From an optimization exercise on the open Yosys and OpenROAD flow, aimed at small area, a short achievable clock period and few clock cycles; shortcuts taken in it are not production practice.
Function not checked in this run: the RTL went through the layout flow alone.
Power and IR drop assume default switching activity.

[run.sh]
#!/bin/bash
# synth_recipe.tcl (not shown) runs the flow's synth.tcl, then flattens the netlist and writes it again
# the make line also repeats each setting of config.mk as NAME=value (left out here)
make -C /OpenROAD-flow-scripts/flow DESIGN_CONFIG=/design/flow/config.mk WORK_HOME=/design/flow/orfs CLKGATE_MAP_FILE= SYNTH_SCRIPT=/design/flow/synth_recipe.tcl finish
[config.mk]
export PLATFORM = sky130hd
export DESIGN_NAME = RISC_V_Pipeline
export DESIGN_NICKNAME = RISC_V_Pipeline
export VERILOG_FILES = /design/flow/design.v
export SDC_FILE = /design/flow/constraint.sdc
export NUM_CORES = 4
export LEC_CHECK = 0
export CAP_MARGIN = 20
export CORE_MARGIN = 2
export CORE_UTILIZATION = 40
export SLEW_MARGIN = 20
[constraint.sdc]
create_clock -name core_clock -period 11.0 [get_ports {clk}]
set_input_delay 2.2000 -clock core_clock [delete_from_list [all_inputs] [get_ports {clk}]]
set_output_delay 2.2000 -clock core_clock [all_outputs]
set_load 0.01 [all_outputs]
[design.v]
`timescale 1ns/ 1ns
module ALU(op1, op2, ALU_func, result, zero, pos);
    input signed [31:0] op1, op2;
    input [2:0] ALU_func;
    output zero, pos;
    output reg signed[31:0] result;
    parameter [2:0]
    ADD = 0, SUB = 1, AND = 2, OR = 3, SLT = 4, XOR = 5, SLTU = 6;
    assign zero = ~(|{result});
    assign pos = ~(op1 < op2);
    always @(ALU_func, op1, op2) begin
        case(ALU_func)
            ADD: result = op1 + op2;
            SUB: result = op1 - op2;
            AND: result = op1 & op2;
            OR: result = op1 | op2;
            SLT: result = (op1 < op2) ? 32'd1 : 32'd0;
            XOR: result = op1 ^ op2;
            SLTU: begin
                if ((op1[31] == 1) && (op2[31] == 0)) begin
                    result = 0;
                end
                else if ((op1[31] == 0) && (op2[31] == 1)) begin
                    result = 1;
                end
                else begin
                    result = (op1 < op2) ? 1 : 0;
                end
            end
            default: result = 32'b0;
        endcase
    end
endmodule
`timescale 1ns/1ns
module ALU_controller(ALU_opc, func3, func7, ALU_cntr);
    input [2:0] func3;
    input [1:0] ALU_opc;
    input [6:0] func7;
    output reg [2:0] ALU_cntr;
    parameter [2:0]
    ADD = 0, SUB = 1, AND = 2, OR = 3, SLT = 4, XOR = 5, SLTU = 6;
    always @(ALU_opc, func3, func7) begin
        case (ALU_opc)
            2'b00   : ALU_cntr <= ADD;
            2'b01   : ALU_cntr <= SUB;
            2'b10   : ALU_cntr <= (func3 == 3'h0 & func7 == 7'h00 ) ? ADD:
                                (func3 == 3'h0 & func7 == 7'h20) ? SUB:
                                (func3 == 3'h7) ? AND:
                                (func3 == 3'h6) ? OR:
                                (func3 == 3'h2) ? SLT:
                                (func3 == 3'h3) ? SLTU:3'b000;
            2'b11   : ALU_cntr <= (func3 == 3'h0) ? ADD:
                                (func3 == 3'h4) ? XOR:
                                (func3 == 3'h6) ? OR:
                                (func3 == 3'h2) ? SLT:
                                (func3 == 3'h3) ? SLTU:3'b000;
            default: ALU_cntr <= ADD;
        endcase
    end
endmodule
`timescale 1ns/1ns
module BranchController(JumpE, BranchE, zero, pos, PCSrcE);
    input zero, pos;
    input [1:0] JumpE;
    input [2:0] BranchE;
    output reg [1:0] PCSrcE;
    always @(JumpE, BranchE, zero, pos) begin
        case(BranchE)
            3'b000 : PCSrcE <= (JumpE == 2'b01)  ? 2'b01 :
                             (JumpE == 2'b10) ? 2'b10 : 2'b00;
            3'b001 : PCSrcE <= (zero) ? 2'b01 : 2'b00;
            3'b010 : PCSrcE <= (~zero) ? 2'b01 : 2'b00;
            3'b011 : PCSrcE <= (~pos & ~zero) ? 2'b01 : 2'b00;
            3'b100 : PCSrcE <= (zero | pos) ? 2'b01 : 2'b00;
            default: PCSrcE <= 2'b00;
        endcase
    end
endmodule
`timescale 1ns/1ns
module Controller(opc, func3, func7,
                  RegWriteD, ResultSrcD, MemWriteD, JumpD, BranchD, ALUControlD, ALUSrcD, ImmSrcD, luiD);
    input [6:0] opc, func7;
    input [2:0] func3;
    output ALUSrcD, MemWriteD, RegWriteD, luiD;
    output [1:0] ResultSrcD, JumpD;
    output [2:0] ALUControlD, ImmSrcD, BranchD;
    wire [1:0] ALU_opc;
    ALU_controller ALU_controller(.ALU_opc(ALU_opc), .func3(func3), .func7(func7), .ALU_cntr(ALUControlD));
    Main_controller Main_controller(.opc(opc), .func3(func3), .RegWriteD(RegWriteD), .MemWriteD(MemWriteD),
                                    .ALU_opc(ALU_opc),.ResultSrcD(ResultSrcD), .JumpD(JumpD), .BranchD(BranchD),
                                    .ALUSrcD(ALUSrcD), .ImmSrcD(ImmSrcD), .luiD(luiD));
endmodule
module Main_controller(opc, func3, RegWriteD, MemWriteD, ALU_opc,
                      ResultSrcD, JumpD, BranchD, ALUSrcD, ImmSrcD, luiD);
    input [2:0] func3;
    input [6:0] opc;
    output reg RegWriteD, MemWriteD, ALUSrcD, luiD;
    output reg [1:0] ResultSrcD, ALU_opc, JumpD;
    output reg [2:0] BranchD, ImmSrcD;
    always @(opc, func3) begin
        {ALU_opc, RegWriteD, MemWriteD, ALUSrcD, ResultSrcD, JumpD, BranchD, ImmSrcD, luiD} <= 16'b0;
        case (opc)
            7'b0110011: begin
                ALU_opc <= 2'b10;
                RegWriteD <= 1'b1;
            end
            7'b0010011: begin
                ALU_opc <= 2'b11;
                ImmSrcD <= 3'b000;
                ALUSrcD <= 1'b1;
                ResultSrcD <= 2'b00;
                RegWriteD  <= 1'b1;
            end
            7'b0100011: begin
                ALU_opc <= 2'b00;
                ImmSrcD <= 3'b001;
                ALUSrcD <= 1'b1;
                MemWriteD  <= 1'b1;
            end
            7'b1100011: begin
                ALU_opc <= 2'b01;
                ImmSrcD <= 3'b010;
                case(func3)
                    3'b000   : BranchD <= 3'b001;
                    3'b001   : BranchD <= 3'b010;
                    3'b100   : BranchD <= 3'b011;
                    3'b101   : BranchD <= 3'b100;
                    default: BranchD <= 3'b000;
                endcase
            end
            7'b1100111: begin
                ALU_opc <= 2'b00;
                ImmSrcD <= 3'b000;
                RegWriteD <= 1'b1;
                ALUSrcD <= 1'b1;
                JumpD <= 2'b10;
                ResultSrcD <= 2'b10;
            end
            7'b0000011: begin
                ALU_opc <= 2'b00;
                ImmSrcD <= 3'b000;
                ALUSrcD <= 1'b1;
                RegWriteD  <= 1'b1;
                ResultSrcD <= 2'b01;
            end
            7'b1101111: begin
                ResultSrcD <= 2'b10;
                RegWriteD <= 1'b1;
                ImmSrcD <= 3'b011;
                JumpD <= 2'b01;
            end
            7'b0110111: begin
                ImmSrcD <= 3'b100;
                ResultSrcD <= 2'b11;
                RegWriteD <= 1'b1;
                luiD <= 1'b1;
            end
        endcase
    end
endmodule
`timescale 1ns/1ns
module ImmExtension(Imm_in, Imm_src, result);
    input [24:0] Imm_in;
    input [2:0] Imm_src;
    output reg [31:0] result;
    parameter [2:0]
    I_type = 0, S_type = 1, B_type = 2, J_type = 3, U_type = 4;
    always @(Imm_in, Imm_src) begin
        case(Imm_src)
            I_type   : result <= {{20{Imm_in[24]}}, Imm_in[24:13]};
            S_type   : result <= {{20{Imm_in[24]}}, Imm_in[24:18], Imm_in[4:0]};
            B_type   : result <= {{20{Imm_in[24]}}, Imm_in[0], Imm_in[23:18], Imm_in[4:1], 1'b0};
            J_type   : result <= {{12{Imm_in[24]}}, Imm_in[12:5], Imm_in[13], Imm_in[23:14], 1'b0};
            U_type  : result <= {Imm_in[24:5], {12{1'b0}}};
            default: result <= 32'b0;
        endcase
    end
endmodule
`timescale 1ns/1ns
module Hazard_Unit(Rs1D, Rs2D, RdE, Rs2E, Rs1E, PCSrcE,
                   ResultSrcE0, RdM, RegWriteM, RdW, RegWriteW,
                   StallF, StallD, FlushD, FlushE, ForwardAE, ForwardBE);
    input ResultSrcE0, RegWriteM, RegWriteW;
    input [1:0] PCSrcE;
    input [4:0] Rs1D, Rs2D, RdE, Rs2E, Rs1E, RdM, RdW;
    output reg StallF, StallD, FlushD, FlushE;
    output reg [1:0] ForwardAE, ForwardBE;
    always @(RegWriteM, RegWriteW, Rs1E, RdM, RdW) begin
        if(((Rs1E == RdM) && RegWriteM) && Rs1E)
            ForwardAE <= 2'b10;
        else if(((Rs1E == RdW) && RegWriteW) && Rs1E)
            ForwardAE <= 2'b01;
        else
            ForwardAE <= 2'b00;
    end    
    always @(RegWriteM, RegWriteW, Rs2E, RdM, RdW) begin
        if(((Rs2E == RdM) && RegWriteM) && Rs2E)
            ForwardBE <= 2'b10;
        else if(((Rs2E == RdW) && RegWriteW) && Rs2E)
            ForwardBE <= 2'b01;
        else
            ForwardBE <= 2'b00;
    end    
    wire lwStall;
    assign lwStall = (((Rs1D == RdE) || (Rs2D == RdE)) && ResultSrcE0) ? 1'b1 : 1'b0;
    assign StallF = lwStall;
    assign StallD = lwStall;
    assign FlushD = (PCSrcE != 2'b00 ) ? 1'b1 : 1'b0;
    assign FlushE = lwStall || (PCSrcE != 2'b00);
endmodule
`timescale 1ns/ 1ns
module Adder(op1, op2, adder_res);
    parameter N = 32;
    input [N-1:0] op1, op2;
    output [N-1:0] adder_res;
    assign adder_res = op1 + op2;
endmodule
module Mux_2_to_1(op1, op2, select, result);
    input [31:0] op1, op2;
    input select;
    output [31:0] result;
    assign result = (select == 1'b1) ? op2 : op1;
endmodule
module Mux_4_to_1(op1, op2, op3, op4, select, result);
    input [31:0] op1, op2, op3, op4;
    input [1:0] select;
    output [31:0] result;
    assign result = (select == 2'b00) ? op1:
                    (select == 2'b01) ? op2:
                    (select == 2'b10) ? op3:
                    (select == 2'b11) ? op4:
                    op1;
endmodule
module Register_F(clk, rst, EN, CLR, PCF, InstrF, PCPlus4F, InstD, PCD, PCPlus4D);
    input clk, rst, EN, CLR;
    input [31:0] PCF, InstrF, PCPlus4F;
    output reg [31:0] InstD, PCD, PCPlus4D;
    always @(posedge clk, posedge rst) begin
        if(rst) begin
            InstD <= 32'b0;
            PCD <= 32'b0;
            PCPlus4D <= 3'b0;
        end 
        else if(CLR) begin
            InstD <= 32'b0;
            PCD <= 32'b0;
            PCPlus4D <= 3'b0;
        end 
        else if(EN) begin
            InstD <= InstrF;
            PCD <= PCF;
            PCPlus4D <= PCPlus4F;
        end
    end
endmodule
module Register_D(clk, rst, CLR, RegWriteD, ResultSrcD, MemWriteD, JumpD,
                BranchD, ALUControlD, ALUSrcD, luiD, RD1D, RD2D, PCD, Rs1D,
                Rs2D, RdD, ExtImmD, PCPlus4D, RegWriteE, ResultSrcE, MemWriteE, 
                JumpE, BranchE, ALUControlE, ALUSrcE, luiE, RD1E, RD2E, PCE, Rs1E, Rs2E,
                RdE, ExtImmE, PCPlus4E);
    input clk, rst, CLR, ALUSrcD, RegWriteD, MemWriteD, luiD;
    input [31:0] PCD, RD1D, RD2D, PCPlus4D, ExtImmD;
    input [4:0] Rs1D, Rs2D, RdD;
    input [2:0] BranchD, ALUControlD;
    input [1:0] JumpD, ResultSrcD;
    output reg ALUSrcE, RegWriteE, MemWriteE, luiE;
    output reg [31:0] RD1E, RD2E, PCE, PCPlus4E, ExtImmE;
    output reg [4:0] Rs1E, Rs2E, RdE;
    output reg [2:0] BranchE, ALUControlE;
    output reg [1:0] JumpE, ResultSrcE;
    always @(posedge clk or posedge rst) begin
        if (rst) begin
            luiE <= 1'b0;
            ALUSrcE <= 1'b0;
            RegWriteE <= 1'b0;
            MemWriteE <= 1'b0;
            RD1E <= 32'b0;
            RD2E <= 32'b0;
            PCE <= 32'b0;
            PCPlus4E <= 32'b0;
            ExtImmE <= 32'b0;
            Rs1E <= 5'b0;
            Rs2E <= 5'b0;
            RdE <= 5'b0;
            BranchE <= 3'b0;
            ALUControlE <= 3'b000;
            JumpE <= 2'b0;
            ResultSrcE <= 2'b00;
        end
        else if (CLR) begin
            luiE <= 1'b0;
            ALUSrcE <= 1'b0;
            RegWriteE <= 1'b0;
            MemWriteE <= 1'b0;
            RD1E <= 32'b0;
            RD2E <= 32'b0;
            PCE <= 32'b0;
            PCPlus4E <= 32'b0;
            ExtImmE <= 32'b0;
            Rs1E <= 5'b0;
            Rs2E <= 5'b0;
            RdE <= 5'b0;
            BranchE <= 3'b0;
            ALUControlE <= 3'b000;
            JumpE <= 2'b0;
            ResultSrcE <= 2'b00;
        end
        else begin
            luiE <= luiD;
            ALUSrcE <= ALUSrcD;
            RegWriteE <= RegWriteD;
            MemWriteE <= MemWriteD;
            ALUControlE <= ALUControlD;
            RD1E <= RD1D;
            RD2E <= RD2D;
            PCE <= PCD;
            PCPlus4E <= PCPlus4D;
            ExtImmE <= ExtImmD;
            Rs1E <= Rs1D;
            Rs2E <= Rs2D;
            RdE <= RdD;
            BranchE <= BranchD;
            JumpE <= JumpD;
            ResultSrcE <= ResultSrcD;
        end
    end
endmodule
module Register_EX(clk, rst, RegWriteE, ResultSrcE, MemWriteE, luiE, 
                 ALUResultE, WriteDataE, RdE, PCPlus4E, ExtImmE,
                 RegWriteM, ResultSrcM, MemWriteM, luiM, ALUResultM,
                 WriteDataM, RdM, PCPlus4M, ExtImmM);
    input clk, rst, RegWriteE, MemWriteE, luiE;
    input [1:0] ResultSrcE;
    input [4:0] RdE;
    input [31:0] ALUResultE, WriteDataE, PCPlus4E, ExtImmE;
    output reg RegWriteM, MemWriteM, luiM;
    output reg [1:0] ResultSrcM;
    output reg [4:0] RdM;
    output reg [31:0] ALUResultM, WriteDataM, PCPlus4M, ExtImmM;
    always @(posedge clk or posedge rst) begin
        if (rst) begin
            RdM <= 5'b0;
            ALUResultM <= 32'b0;
            WriteDataM <= 32'b0;
            PCPlus4M <= 32'b0;
            ExtImmM <= 32'b0;
            RegWriteM <= 1'b0;
            MemWriteM <= 1'b0;
            ResultSrcM <= 2'b0;
            luiM <= 1'b0;
        end 
        else begin
            RdM <= RdE;
            ALUResultM <= ALUResultE;
            WriteDataM <= WriteDataE;
            PCPlus4M <= PCPlus4E;
            RegWriteM <= RegWriteE;
            MemWriteM <= MemWriteE;
            ResultSrcM <= ResultSrcE;
            luiM <= luiE;
            ExtImmM <= ExtImmE;
        end
    end
endmodule
module Register_MEM(clk, rst, RegWriteM, ResultSrcM, ALUResultM, ReadDataM, RdM, ExtImmM, PCPlus4M,
                    RegWriteW, ResultSrcW, ALUResultW, ReadDataW, ExtImmW, PCPlus4W, RdW);
    input clk, rst, RegWriteM;
    input [1:0] ResultSrcM;
    input [4:0] RdM;
    input [31:0] ALUResultM, ReadDataM, ExtImmM, PCPlus4M;
    output reg RegWriteW;
    output reg [1:0] ResultSrcW;
    output reg [4:0] RdW;
    output reg [31:0] ALUResultW, ReadDataW, ExtImmW, PCPlus4W;
    always @(posedge clk, posedge rst) begin
        if (rst) begin
            RegWriteW <= 32'b0;
            ResultSrcW <= 2'b0;
            ALUResultW <= 32'b0;
            ReadDataW <= 32'b0;
            ExtImmW <= 32'b0;
            PCPlus4W <= 32'b0;
            RdW <= 5'b0;
        end 
        else begin
            RegWriteW <= RegWriteM; 
            ResultSrcW <= ResultSrcM;
            ALUResultW <= ALUResultM;
            ReadDataW <= ReadDataM;
            ExtImmW <= ExtImmM;
            PCPlus4W <= PCPlus4M;
            RdW <= RdM;
        end 
    end
endmodule
module reg_32_bit_load(clk, rst, load, reg_in, reg_out);
    input clk, rst, load;
    input [31:0] reg_in;
    output reg[31:0] reg_out;
    always @(posedge clk, posedge rst) begin
        if(rst)
            reg_out <= 32'b0;
        else if(load)
            reg_out <= reg_in;
    end
endmodule
module Register_file(clk, A1, A2, A3, WD, RD1, RD2, Reg_write);
    input clk, Reg_write;
    input [4:0] A1, A2, A3;
    input [31:0] WD;
    output [31:0] RD1, RD2;
    reg [31:0] register_file [1:31];
    always @(posedge clk) begin
        if(Reg_write) begin
            if(A3 != 5'b00000)
                register_file[A3] <= WD;
        end
    end
    assign RD1 = (A1 == 5'b00000) ? 32'd0 :
                 (Reg_write && (A3 == A1)) ? WD : register_file[A1];
    assign RD2 = (A2 == 5'b00000) ? 32'd0 :
                 (Reg_write && (A3 == A2)) ? WD : register_file[A2];
endmodule
`timescale 1ns/1ns
module Datapath(clk, rst, RegWriteD, ResultSrcD, MemWriteD, JumpD,
                BranchD, ALUControlD, ALUSrcD, ImmSrcD, luiD, opc, func3, func7,
                imem_addr, imem_rdata, dmem_addr, dmem_wdata, dmem_we, dmem_rdata);
    input clk, rst, RegWriteD, MemWriteD, ALUSrcD, luiD;
    input [1:0] ResultSrcD, JumpD;
    input [2:0] BranchD, ALUControlD, ImmSrcD;
    output [6:0] opc, func7;
    output [2:0] func3;
    output [31:0] imem_addr, dmem_addr, dmem_wdata;
    output dmem_we;
    input [31:0] imem_rdata, dmem_rdata;
    wire RegWriteE, MemWriteE, ALUSrcE, luiE, 
         RegWriteM, MemWriteM, luiM, RegWriteW,
         StallF, StallD, FlushD, FlushE,
         zero, pos;
    wire [1:0] ResultSrcE, JumpE, PCSrcE, ResultSrcM, ResultSrcW,
               ForwardAE, ForwardBE;
    wire [2:0] BranchE, ALUControlE;
    wire [4:0] Rs1D, Rs2D, RdD, Rs1E, Rs2E, RdE, RdM, RdW;
    wire [31:0] PCF, PCPlus4F, PCFprime, InstrF, PCTargetE, ALUResultE, InstD, PCD, PCPlus4D, ResultW, RD1D, RD2D, luiForward, 
                ExtImmD, RD1E, RD2E, PCE, ExtImmE, PCPlus4E, SrcAE, SrcBE, WriteDataE, ALUResultM, WriteDataM,
                PCPlus4M, ExtImmM, ReadDataM, ALUResultW, ReadDataW, ExtImmW, PCPlus4W;
    Mux_4_to_1 mux_PCF(.op1(PCPlus4F), .op2(PCTargetE), .op3(ALUResultE), .op4(32'b0), .select(PCSrcE), .result(PCFprime));
    reg_32_bit_load reg_PCF(.clk(clk), .rst(rst), .load(~StallF), .reg_in(PCFprime), .reg_out(PCF));
    Adder Adder_PCF(.op1(PCF), .op2(32'd4), .adder_res(PCPlus4F));
    assign imem_addr = PCF;
    assign InstrF = imem_rdata;
    Register_F Register_F(.clk(clk), .rst(rst), .EN(~StallD), .CLR(FlushD), .PCF(PCF), .InstrF(InstrF), .PCPlus4F(PCPlus4F), .InstD(InstD), .PCD(PCD), .PCPlus4D(PCPlus4D));
    assign opc = InstD[6:0];
    assign func3 = InstD[14:12];
    assign func7 = InstD[31:25];
    assign Rs1D = InstD[19:15];
    assign Rs2D = InstD[24:20];
    Register_file Register_file(.clk(clk), .A1(InstD[19:15]), .A2(InstD[24:20]), .A3(RdW), .WD(ResultW), .RD1(RD1D), .RD2(RD2D), .Reg_write(RegWriteW));
    ImmExtension ImmExtension(.Imm_in(InstD[31:7]), .Imm_src(ImmSrcD), .result(ExtImmD));
    Register_D Register_D(.clk(clk), .rst(rst), .CLR(FlushE), .RegWriteD(RegWriteD), .ResultSrcD(ResultSrcD), .MemWriteD(MemWriteD), .JumpD(JumpD),
                .BranchD(BranchD), .ALUControlD(ALUControlD), .ALUSrcD(ALUSrcD), .luiD(luiD), .RD1D(RD1D), .RD2D(RD2D), .PCD(PCD), .Rs1D(Rs1D),
                .Rs2D(Rs2D), .RdD(InstD[11:7]), .ExtImmD(ExtImmD), .PCPlus4D(PCPlus4D), .RegWriteE(RegWriteE), .ResultSrcE(ResultSrcE), .MemWriteE(MemWriteE), 
                .JumpE(JumpE), .BranchE(BranchE), .ALUControlE(ALUControlE), .ALUSrcE(ALUSrcE), .luiE(luiE), .RD1E(RD1E), .RD2E(RD2E), .PCE(PCE), .Rs1E(Rs1E), .Rs2E(Rs2E),
                .RdE(RdE), .ExtImmE(ExtImmE), .PCPlus4E(PCPlus4E));
    Mux_4_to_1 mux_A_EX(.op1(RD1E), .op2(ResultW), .op3(luiForward), .op4(32'b0), .select(ForwardAE), .result(SrcAE));
    Mux_4_to_1 mux_B_EX(.op1(RD2E), .op2(ResultW), .op3(luiForward), .op4(32'b0), .select(ForwardBE), .result(WriteDataE));
    Mux_2_to_1 mux_SrcB_EX(.op1(WriteDataE), .op2(ExtImmE), .select(ALUSrcE), .result(SrcBE));
    Adder Adder_PCE(.op1(PCE), .op2(ExtImmE), .adder_res(PCTargetE));
    ALU ALU(.op1(SrcAE), .op2(SrcBE), .ALU_func(ALUControlE), .result(ALUResultE), .zero(zero), .pos(pos));
    Register_EX Register_EX(.clk(clk), .rst(rst), .RegWriteE(RegWriteE), .ResultSrcE(ResultSrcE), .MemWriteE(MemWriteE), .luiE(luiE), 
                 .ALUResultE(ALUResultE), .WriteDataE(WriteDataE), .RdE(RdE), .PCPlus4E(PCPlus4E), .ExtImmE(ExtImmE),
                 .RegWriteM(RegWriteM), .ResultSrcM(ResultSrcM), .MemWriteM(MemWriteM), .luiM(luiM), .ALUResultM(ALUResultM),
                 .WriteDataM(WriteDataM), .RdM(RdM), .PCPlus4M(PCPlus4M), .ExtImmM(ExtImmM));
    Mux_2_to_1 lui_forward(.op1(ALUResultM), .op2(ExtImmM), .select(luiM), .result(luiForward));
    assign dmem_addr = ALUResultM;
    assign dmem_wdata = WriteDataM;
    assign dmem_we = MemWriteM;
    assign ReadDataM = dmem_rdata;
    Register_MEM Register_MEM(.clk(clk), .rst(rst), .RegWriteM(RegWriteM), .ResultSrcM(ResultSrcM), .ALUResultM(ALUResultM), .ReadDataM(ReadDataM), .RdM(RdM), .ExtImmM(ExtImmM), .PCPlus4M(PCPlus4M),
                    .RegWriteW(RegWriteW), .ResultSrcW(ResultSrcW), .ALUResultW(ALUResultW), .ReadDataW(ReadDataW), .ExtImmW(ExtImmW), .PCPlus4W(PCPlus4W), .RdW(RdW)); 
    Mux_4_to_1 mux_Res_WBop1(.op1(ALUResultW), .op2(ReadDataW), .op3(PCPlus4W), .op4(ExtImmW), .select(ResultSrcW), .result(ResultW));
    Hazard_Unit Hazard_Unit(.Rs1D(Rs1D), .Rs2D(Rs2D), .RdE(RdE), .Rs2E(Rs2E), .Rs1E(Rs1E), .PCSrcE(PCSrcE),
                   .ResultSrcE0(ResultSrcE[0]), .RdM(RdM), .RegWriteM(RegWriteM), .RdW(RdW), .RegWriteW(RegWriteW),
                   .StallF(StallF), .StallD(StallD), .FlushD(FlushD), .FlushE(FlushE), .ForwardAE(ForwardAE), .ForwardBE(ForwardBE));
    BranchController BranchController(.JumpE(JumpE), .BranchE(BranchE), .zero(zero), .pos(pos), .PCSrcE(PCSrcE));
endmodule
`timescale 1ns/1ns
module RISC_V_Pipeline(clk, rst, imem_addr, imem_rdata, dmem_addr, dmem_wdata, dmem_we, dmem_rdata);
    input clk, rst;
    output [31:0] imem_addr, dmem_addr, dmem_wdata;
    output dmem_we;
    input [31:0] imem_rdata, dmem_rdata;
    wire RegWriteD, MemWriteD, ALUSrcD, luiD;
    wire [1:0] ResultSrcD, JumpD;
    wire [2:0] BranchD, ALUControlD, ImmSrcD, func3; 
    wire [6:0] opc, func7;
    Datapath Datapath(.clk(clk), .rst(rst), .RegWriteD(RegWriteD), .ResultSrcD(ResultSrcD), .MemWriteD(MemWriteD), .JumpD(JumpD),
                      .BranchD(BranchD), .ALUControlD(ALUControlD), .ALUSrcD(ALUSrcD), .ImmSrcD(ImmSrcD), .luiD(luiD),
                      .opc(opc), .func3(func3), .func7(func7),
                      .imem_addr(imem_addr), .imem_rdata(imem_rdata), .dmem_addr(dmem_addr), .dmem_wdata(dmem_wdata),
                      .dmem_we(dmem_we), .dmem_rdata(dmem_rdata));
    Controller Controller(.opc(opc), .func3(func3), .func7(func7),
                          .RegWriteD(RegWriteD), .ResultSrcD(ResultSrcD), .MemWriteD(MemWriteD), .JumpD(JumpD), .BranchD(BranchD),
                          .ALUControlD(ALUControlD), .ALUSrcD(ALUSrcD), .ImmSrcD(ImmSrcD), .luiD(luiD));
endmodule
==> results.json <==
{
  "cts.sinks": 1579,
  "place.gp.congestion": 0.9751,
  "ys_top_cells_by_area": "edfxtp_1 39%, dfrtp_1 19%, mux4_2 17%",
  "hold_class": "reg -> reg",
  "post-place-ws_ns": 0.7508,
  "ctsHoldBuffers": 0,
  "first_pass_iters": 5,
  "io-pin-count": 163,
  "syn-num-nets": 5368,
  "via_per_inst": 6.169,
  "drv_cap": 0,
  "cts_tree": "yes",
  "setup_viol": 0,
  "synth_top_area_cell": "edfxtp_1",
  "netSwitchingFraction": 0.3087,
  "grt_use_total": 0.2568,
  "dr.first_iter.drc_count": 5488,
  "fin_worst_skew_ns": 0.03830,
  "cts_inserted_buffers": 169,
  "crit_type": "reg -> reg",
  "grt_max_degree": 151,
  "final_antenna_net_count": 0,
  "fmax_mhz": 95.10,
  "finalHoldViolCount": 0,
  "synth.most_common_cell": "edfxtp_1",
  "clk_latency_ns": 0.85,
  "cp-start-kind": "flip-flop",
  "initial_core_util": 0.4017,
  "final_cells": 7935,
  "fin_ws_ns": 0.4852,
  "antenna_found_initial": 8,
  "seq_power_share": 0.459,
  "drc": 0,
  "fillers": 16450,
  "netlist_area_um2": 76240,
  "yosysWarnings": 16,
  "crit_fanout": 69,
  "synth_seq_cells": 1579,
  "p_int_uw": 11690,
  "cts_root_buf": "clkbuf_16",
  "post-route-min-period_ns": 10.51,
  "synth_edf_count": 992,
  "wl_mm": 249.9,
  "place_inst": 7624,
  "synth_ff_type": "edfxtp_1",
  "synth_common_cells": "992 x edfxtp_1, 587 x dfrtp_1, 564 x mux4_2",
  "first_global_vias": 48620,
  "clock_path_buffers": 3,
  "place.detailed.hpwl_mm": 162.5,
  "async_flop_share": 0.3718,
  "finalNetCount": 5486,
  "max_slew_margin": 0.2731,
  "yosysSeqAreaShare": 0.5834,
  "post_synth.cell_area_avg_um2": 14.76,
  "p_per_area_nw_per_um2": 194.8,
  "die_x_um": 440.6,
  "final.period_utilization": 0.9559,
  "cts_max_level": 4,
  "area_delta_synth_final_pct": 13.87,
  "slowest_delay_ns": 0.66,
  "pwr-share-comb": 0.209,
  "postCtsSetupBuffers": 0,
  "synth_top_area_frac": 0.3907,
  "layout-drive-gt1-share": 0.2046,
  "rsz0062_at_grt": "false",
  "die_area_um2": 194100,
  "cp-end-kind": "flip-flop",
  "core-area_um2": 189800,
  "netSwitchingPower_uw": 5221,
  "peakVddDrop_mv": 0.1786,
  "cp.required_ns": 11.71,
  "multi_input_area_um2": 30100,
  "synth_cells": 5167,
  "overflow": 0,
  "critPathArrivalTime_ns": 11.22,
  "cts_resized": 0,
  "wire_per_inst_um": 31.49,
  "fin_tns_setup_ns": 0,
  "clk_pin_slew_worst_paths_ns": 0.07,
  "io_buffer_count": 162,
  "leakage_uw": 0.03084,
  "crit_slowest_cell": "a21oi_1",
  "grt_first_pass_wirelength_mm": 358.0,
  "ys_types": 94,
  "fp-row-count": 160,
  "clock_power_share": 0.332,
  "num_vias": 48950,
  "dieHeight_um": 440.6,
  "status": "finished clean",
  "worst_slew_pin_slew_ns": 1.073,
  "worst_path_most_repeated_cell": "or4_1",
  "regArea_um2": 44520,
  "slew_viol_final": 0
}
flip-flops by register name, indices dropped and copies added (netlist names), 30 cells and up:
name	cells
Datapath.Register_F.InstD	32
Datapath.Register_MEM.ReadDataW	32
Datapath.Register_F.PCD	32
Datapath.Register_file.register_file	992
Datapath.Register_EX.PCPlus4M	32
Datapath.Register_D.RD1E	32
Datapath.Register_D.PCE	32
Datapath.Register_F.PCPlus4D	30
Datapath.Register_D.PCPlus4E	30
Datapath.reg_PCF.reg_out	32
Datapath.Register_D.RD2E	32
Datapath.Register_MEM.PCPlus4W	32
Datapath.Register_MEM.ExtImmW	32
Datapath.Register_MEM.ALUResultW	32
Datapath.Register_EX.WriteDataM	32
Datapath.Register_EX.ExtImmM	32
Datapath.Register_D.ExtImmE	32
Datapath.Register_EX.ALUResultM	32
cells by family after synthesis:
family                     count (synthesis)  share of synthesized area
adders and majority gates                135                    0.02255
and+or+nand+nor                         1029                    0.06581
muxes                                    853                     0.2049
DFF                                     1579                     0.5834
AOI/OAI and AO/OA                        955                    0.08537
buffers and inverters                    513                    0.02609
xor gates and xnor gates                 103                    0.01183
stage by stage:
| stage | cell area, µm² | hold slack, ns | utilization | power, µW |
|---|---|---|---|---|
| final | 86820 | 0.3462 | 0.4575 | 16920 |
| after global routing | 86810 | 0.3471 | 0.4574 | 17500 |
| after detailed placement | 81380 | 0.3347 | 0.4288 | 11340 |
| after CTS | 86780 | 0.3475 | 0.4573 | 16950 |
| after global placement | 81380 | 0.3327 | 0.4288 | 11310 |
| after floorplan | 76240 | 0.3312 | - | 9660 |
metal layers:
metal / wire length, µm / vias up / GRT usage
li1: - / 20480 / -
met3: 19330 / 431 / 0.04702
met4: 10970 / 4 / 0.1067
met5: 21 / - / 0
met1: 103100 / 25850 / 0.3551
met2: 116400 / 2197 / 0.4005
worst paths after layout:
| kind | from | to | slack [ns] | cells after the start |
|---|---|---|---|---|
| setup / recovery | Datapath.Register_D.Rs2E[0] | Datapath.Register_D.RD2E[5] | 0.49 | 38 |
| hold / removal | Datapath.Register_D.PCPlus4E[25] | Datapath.Register_EX.PCPlus4M[25] | 0.35 | 0 |
| setup reg to reg | Datapath.Register_D.Rs2E[0] | Datapath.Register_D.RD2E[5] | 0.49 | 38 |
| hold reg to reg | Datapath.Register_D.PCPlus4E[25] | Datapath.Register_EX.PCPlus4M[25] | 0.35 | 0 |
| max in group asynchronous | rst | Datapath.Register_D.RD2E[6] | 6.91 | 4 |
| min in group asynchronous | rst | Datapath.Register_MEM.PCPlus4W[22] | 1.87 | 2 |
critical path, delay by kind of cell (launching register included):
kind	cells	cell delay, ns
AND/OR/NAND/NOR	16	4.65
AO/OA/AOI/OAI	13	2.96
adder cells (fa/ha/maj)	2	0.94
buffers and inverters	5	0.92
flip-flops	1	0.41
multiplexers	2	0.38
cells in the final DEF (no fill, tap or decap), drive strengths merged, types with 9 or more instances in the layout:
cell           synthesis  final
a211o                 24     24
a211oi               243    243
a21o                  29     29
a21oi                306    306
a221o                 11     11
a2bb2oi               10     10
a31oi                 28     28
and2                 101    101
and3                  40     40
buf                  114    167
bufinv                 0      9
clkbuf               268    234
clkdlybuf4s50          0    162
clkinv                 1     52
dfrtp                587    587
edfxtp               992    992
ha                   131    131
inv                  130    137
mux2                  24     24
mux2i                265    265
mux4                 564    564
nand2                254    254
nand2b                18     18
nand3                 74     74
nand4                 23     23
nor2                 306    306
nor2b                 62     62
nor3                  35     35
nor4                  39     39
o211ai                28     28
o21a                  18     18
o21ai                104    104
o21bai                18     18
o31ai                 17     17
or2                   18     18
or3                   16     16
or4                   14     14
xnor2                 66     66
xor2                  37     37
power by group through the flow:
stage                     sequential (µW)  combinational [µW]  clock (µW)
after floorplan                      7600                2060           0
after global placement               7870                3430           0
after detailed placement             7870                3470           0
after CTS                            7760                3480        5700
after global routing                 7790                3770        5940
final                                7770                3530        5620
final cells by class:
type	instances	share of cell area
antenna	4	0.0001153
clock buffer	234	0.05281
clock inverter	72	0.009325
inverter	131	0.005707
multi-input combinational	3075	0.3467
sequential	1579	0.5128
tap	2511	0.03619
timing repair buffer	329	0.03638

-- port drivers added, routing unchanged --
The flow's constraints put no driver on any port. The routed layout listed below was extracted and timed again, unchanged, in two steps.
Step 1, drivers: a clkbuf_16 drives clk and a buf_2 each remaining input, both assumed.
Step 2 moves the port delays by t, midway between the first and last clock arrival at a register: inputs arrive t later, outputs are due t later. That takes back most of the time a late clock gives input paths.
a / b / c = no drivers / after step 1 / after step 2; a / b = the first two.
shift t [ns]: 0.919
slack for setup (ns): 0.485 / 0.485 / 0.485
worst setup path after step 2: register to register
clock arrival spread, ns: 0.038 / 0.038
After both steps setup and hold are still met in this run. The setup slack of this run moves by 0.000 ns with the drivers and by 0.000 ns with both steps.
